What follows belongs to an exercise in optimizing a design on an open flow for small area; a production flow would make more cautious choices.
The RTL was checked by simulation tests, not by an equivalence proof against the original design.

Setup of north:
Design MAC, start of the top module:
module MAC
    (
    input                                   clk     ,
    input                                   rst_n   ,
    output                                  MACMUX_Val,
    output reg [4    -1 : 0] MACMUX_Addr,
    output reg[ 32            -1 : 0] MACMUX_Psum,
    input                                   MUXMAC_Rdy,
    output                                  MACMUX_Empty,
    output                                  MACARB_ReqHelp,
    input                                   ARBMAC_Rst,
    input [ 2                       -1 : 0] PEBMAC_WeiCol,
    input [(
(8192*4*16*16/32) <= (1<<0) ? 0 : (8192*4*16*16/32) <= (1<<1) ? 1 :
(8192*4*16*16/32) <= (1<<2) ? 2 : (8192*4*16*16/32) <= (1<<3) ? 3 :
(8192*4*16*16/32) <= (1<<4) ? 4 : (8192*4*16*16/32) <= (1<<5) ? 5 :
(8192*4*16*16/32) <= (1<<6) ? 6 : (8192*4*16*16/32) <= (1<<7) ? 7 :
(8192*4*16*16/32) <= (1<<8) ? 8 : (8192*4*16*16/32) <= (1<<9) ? 9 :
(8192*4*16*16/32) <= (1<<10) ? 10 : (8192*4*16*16/32) <= (1<<11) ? 11 :
(8192*4*16*16/32) <= (1<<12) ? 12 : (8192*4*16*16/32) <= (1<<13) ? 13 :
(8192*4*16*16/32) <= (1<<14) ? 14 : (8192*4*16*16/32) <= (1<<15) ? 15 :
(8192*4*16*16/32) <= (1<<16) ? 16 : (8192*4*16*16/32) <= (1<<17) ? 17 :
(8192*4*16*16/32) <= (1<<18) ? 18 : (8192*4*16*16/32) <= (1<<19) ? 19 :
(8192*4*16*16/32) <= (1<<20) ? 20 : (8192*4*16*16/32) <= (1<<21) ? 21 :
(8192*4*16*16/32) <= (1<<22) ? 22 : (8192*4*16*16/32) <= (1<<23) ? 23 :
(8192*4*16*16/32) <= (1<<24) ? 24 : (8192*4*16*16/32) <= (1<<25) ? 25 :
(8192*4*16*16/32) <= (1<<26) ? 26 : (8192*4*16*16/32) <= (1<<27) ? 27 :
(8192*4*16*16/32) <= (1<<28) ? 28 : (8192*4*16*16/32) <= (1<<29) ? 29 :
(8192*4*16*16/32) <= (1<<30) ? 30 : (8192*4*16*16/32) <= (1<<31) ? 31 : 32)                        -1 : 0] AddrRowFlgAct,
    input [ (
(8192*4*16*16) <= (1<<0) ? 0 : (8192*4*16*16) <= (1<<1) ? 1 :
(8192*4*16*16) <= (1<<2) ? 2 : (8192*4*16*16) <= (1<<3) ? 3 :
(8192*4*16*16) <= (1<<4) ? 4 : (8192*4*16*16) <= (1<<5) ? 5 :
  ...
==> flow/config.mk <==
export PLATFORM = sky130hd
export DESIGN_NAME = MAC
export DESIGN_NICKNAME = MAC
export VERILOG_FILES = /design/flow/design.v
export SDC_FILE = /design/flow/constraint.sdc
export NUM_CORES = 4
export LEC_CHECK = 0
export ABC_AREA = 1
export CAP_MARGIN = 20
export CORE_MARGIN = 2
export CORE_UTILIZATION = 40
export CTS_BUF_LIST = sky130_fd_sc_hd__clkbuf_8
export PLACE_DENSITY = 0.6
export SLEW_MARGIN = 20
export SYNTH_HIERARCHICAL = 1
export SYNTH_MINIMUM_KEEP_SIZE = 0
==> flow/constraint.sdc <==
create_clock -name core_clock -period 9.0 [get_ports {clk}]
set_input_delay 1.8000 -clock core_clock [delete_from_list [all_inputs] [get_ports {clk}]]
set_output_delay 1.8000 -clock core_clock [all_outputs]
set_load 0.01 [all_outputs]
standard.sh (not shown) runs the stock make flow with config.mk's settings and CLKGATE_MAP_FILE= SYNTH_SCRIPT=/design/flow/synth_recipe.tcl, a recipe that flattens the netlist after the stock synthesis.
==> flow/flow/run.sh <==
#!/bin/bash
# Layout flow: the standard flow (standard.sh), with two changes.
# 1. After the standard synthesis, the combinational logic of the netlist is
#    mapped again by ABC for area (amap). Registers, full and half adders and
#    tie cells are kept as they are (same instances, names and cell types).
#    The new netlist is proven equivalent to the standard one with Yosys
#    (equiv_make / equiv_simple / equiv_induct); if that proof fails the
#    standard netlist is kept.
# 2. Port buffers are buf_1 cells; clock tree: clkbuf_8, no dummy loads;
#    after synthesis the buffers buf_4 and larger are not used (smaller
#    buffers instead), on top of the platform's own dont-use list.
# Each tool writes its full output to a log_*.log file in this folder.
set -euo pipefail
export BUFFER_PORTS_ARGS="-buffer_cell sky130_fd_sc_hd__buf_1"
export CTS_ARGS="-sink_clustering_enable -repair_clock_nets -buf_list sky130_fd_sc_hd__clkbuf_8 -dont_use_dummy_load"
YOSYS=$FLOW_HOME/../tools/install/yosys/bin/yosys
R=orfs/results/$FLOW_PLATFORM/MAC/base
LIB=$FLOW_HOME/platforms/$FLOW_PLATFORM/lib/sky130_fd_sc_hd__tt_025C_1v80.lib

bash standard.sh synth > log_1_standard_synth.log 2>&1
cp $R/1_2_yosys.v flow_standard.v

KEEP=$(grep -o 'sky130_fd_sc_hd__\(fa\|ha\|df\|edf\|sdf\|dl\|conb\)[a-z0-9_]*' flow_standard.v | sort -u | tr '\n' ' ')
DONT=$(grep -o 'cell *( *"\?sky130_fd_sc_hd__\(lpflow\|probe\)[a-z0-9_]*' $LIB | sed 's/.*(\s*"\?//' | sort -u | sed 's/^/-dont_use /' | tr '\n' ' ')
printf 'strash\ndch -f\namap\n' > remap.abc
cat > remap.ys <<EOF
read_liberty -ignore_miss_func $LIB
read_verilog flow_standard.v
hierarchy -top $FLOW_TOP
setattr -mod -set keep_hierarchy 1 $KEEP
flatten
opt_clean
abc -liberty $LIB -script remap.abc $DONT
opt_clean -purge
hilomap -singleton -hicell sky130_fd_sc_hd__conb_1 HI -locell sky130_fd_sc_hd__conb_1 LO
insbuf -buf sky130_fd_sc_hd__buf_1 A X
splitnets
opt_clean -purge
stat -liberty $LIB
write_verilog -noattr -noexpr -nohex -nodec -selected flow_remap_all.v
EOF
$YOSYS -l log_2_remap.log -q -s remap.ys > /dev/null 2>&1
awk -v top="$FLOW_TOP" '$1=="module" && $2 ~ "^"top"[ (]*" {on=1} on {print} on && /^endmodule/ {on=0}' flow_remap_all.v > flow_remap.v

cat > equiv.ys <<EOF
read_liberty -ignore_miss_func $LIB
read_verilog flow_standard.v
rename $FLOW_TOP gold
read_verilog flow_remap.v
rename $FLOW_TOP gate
flatten gold gate
async2sync
opt_clean
equiv_make gold gate equiv
equiv_simple -undef
equiv_induct -undef
equiv_status -assert
EOF
if $YOSYS -l log_3_equiv.log -q -s equiv.ys > /dev/null 2>&1; then
  echo "remapped netlist proven equivalent; using it"
  cp flow_remap.v $R/1_2_yosys.v
else
  echo "equivalence proof failed; keeping the standard netlist"
fi
touch $R/1_2_yosys.v
bash standard.sh synth > log_4_synth_odb.log 2>&1
PLAT_DONT=$(sed -n '/^export DONT_USE_CELLS/,/^#/p' $FLOW_HOME/platforms/$FLOW_PLATFORM/config.mk | grep -o 'sky130_fd_sc_hd__[a-z0-9_]*' | tr '\n' ' ')
MORE="sky130_fd_sc_hd__buf_4 sky130_fd_sc_hd__buf_6 sky130_fd_sc_hd__buf_8 sky130_fd_sc_hd__buf_12 sky130_fd_sc_hd__buf_16 sky130_fd_sc_hd__bufbuf_8 sky130_fd_sc_hd__bufbuf_16"
bash standard.sh "DONT_USE_CELLS=$PLAT_DONT $MORE" finish > log_5_finish.log 2>&1
#### Input delta (south over north)
--- a/flow/design.v
+++ b/flow/design.v
@@ -291,27 +291,25 @@
 localparam COMP    = 2'd2;
 localparam WAITMUX = 2'd3;
 reg  [1:0]  state;
 reg  [1:0]  next_state;
 reg         state_req;
 reg         MAC_Empty;
 reg  [1:0]  wei_col;         
 reg         cnt_any;         
 reg         MAC_Addr_val;
 reg         fnh;             
 reg         OffAct_nz;       
 reg         OffWei_nz;
-reg  [31:0] nActFlag, nWeiFlag;
-wire [31:0] ActFlag = ~nActFlag;
-wire [31:0] WeiFlag = ~nWeiFlag;
+reg  [31:0] ActFlag, WeiFlag;
 reg         MACAW_ValOffset;
 reg         MAC_Fnh;
 reg  [4:0]  MACAW_OffsetAct;
 reg  [4:0]  MACAW_OffsetWei;
 wire comp     = state == COMP;
 wire data_val = MAC_Wei_Val & MAC_Act_Val;
 wire en_mac   = MAC_Addr_val & data_val & ~fnh;
 wire pipe     = comp & (~MAC_Addr_val | data_val);
 wire MAC_FnhRow = (MACMUX_Addr == 4'd0 - {2'b00, wei_col}) & cnt_any & MAC_Fnh;
 wire val_comp = cnt_any & (MACMUX_Addr != 4'd0) & (MACMUX_Addr != 4'd15);
 wire done     = (~val_comp & en_mac) | ~MAC_Addr_val;
 wire MAC_Sta  = (state == WAITFLG) & MAC_FlgWei_Val & MAC_FlgAct_Val;
@@ -412,26 +410,26 @@
 genvar i;
 generate
     for (i = 0; i < 32; i = i + 1) begin : g_s
         assign S[i+1] = S[i] | (ActFlag[i] & WeiFlag[i]);
     end
 endgenerate
 wire        wf   = state == WAITFLG;
 wire [31:0] keep = (S[31:0] | {32{~pipe}}) & {32{~wf}};
 wire [4:0]  Offset_Act, Offset_Wei;
 POPC32 u_pa (.x(ActFlag & ~S[31:0]), .y(Offset_Act));
 POPC32 u_pw (.x(WeiFlag & ~S[31:0]), .y(Offset_Wei));
 always @(posedge clk) begin
-    nActFlag <= ~(({32{wf}} & MAC_FlgAct) | (keep & ActFlag));
-    nWeiFlag <= ~(({32{wf}} & MAC_FlgWei) | (keep & WeiFlag));
+    ActFlag <= ({32{wf}} & MAC_FlgAct) | (keep & ActFlag);
+    WeiFlag <= ({32{wf}} & MAC_FlgWei) | (keep & WeiFlag);
 end
 always @(posedge clk) begin
     if (wf) begin
         MACAW_ValOffset <= 1'b0;
         MAC_Fnh         <= 1'b0;
     end else if (pipe) begin
         MACAW_ValOffset <= (|ActFlag) | (|WeiFlag);
         MAC_Fnh         <= ~S[32];
     end
 end
 always @(posedge clk or negedge rst_n) begin
     if (!rst_n) begin
Notes after the runs:
south: no failed stages, no open violations at the end. The flow did not stop early for north: all stages ran, and the layout cleared the timing, DRC and antenna checks. Between south and north, the clock slew at the register clock pins of the worst setup and hold paths figures differ only marginally. Comparing north with south, the routed wire length came out essentially unchanged. The area growth from synthesis to layout of south exceeds that of north by 0.42 points. Max non-clock buffering overhead in the final layout across south and north: south. Compared with north, south shows setup slack at placement lower by 0.055 ns.

==> port drivers added, routing unchanged <==
No port has a modelled driver above. Below, the same layouts with a new extraction and two added sets of constraints. Step 1: set_driving_cell puts a clkbuf_16 on clk and a buf_2 on each other input, an assumption about the parent block. Step 2 adds t to the input delays and takes it off the output delays; t is the mean of the earliest and latest rising clock arrival at the registers after step 1. Input paths then give back, and output paths get back, about the clock's delay inside the block. a / b / c = ideal / step 1 / step 2; a / b = the first two.
| run | t, ns | setup WS [ns] | clock arrival spread, ns |
|---|---|---|---|
| north | 0.508 | 0.475 / 0.494 / -0.014 | 0.032 / 0.032 |
| south | 0.502 | 0.445 / 0.470 / -0.032 | 0.040 / 0.040 |
Met with ideal ports but missed after step 2: setup timing in north and south. The setup slack of north, which loses most, moves by +0.019 ns with the drivers and by -0.489 ns with both steps.
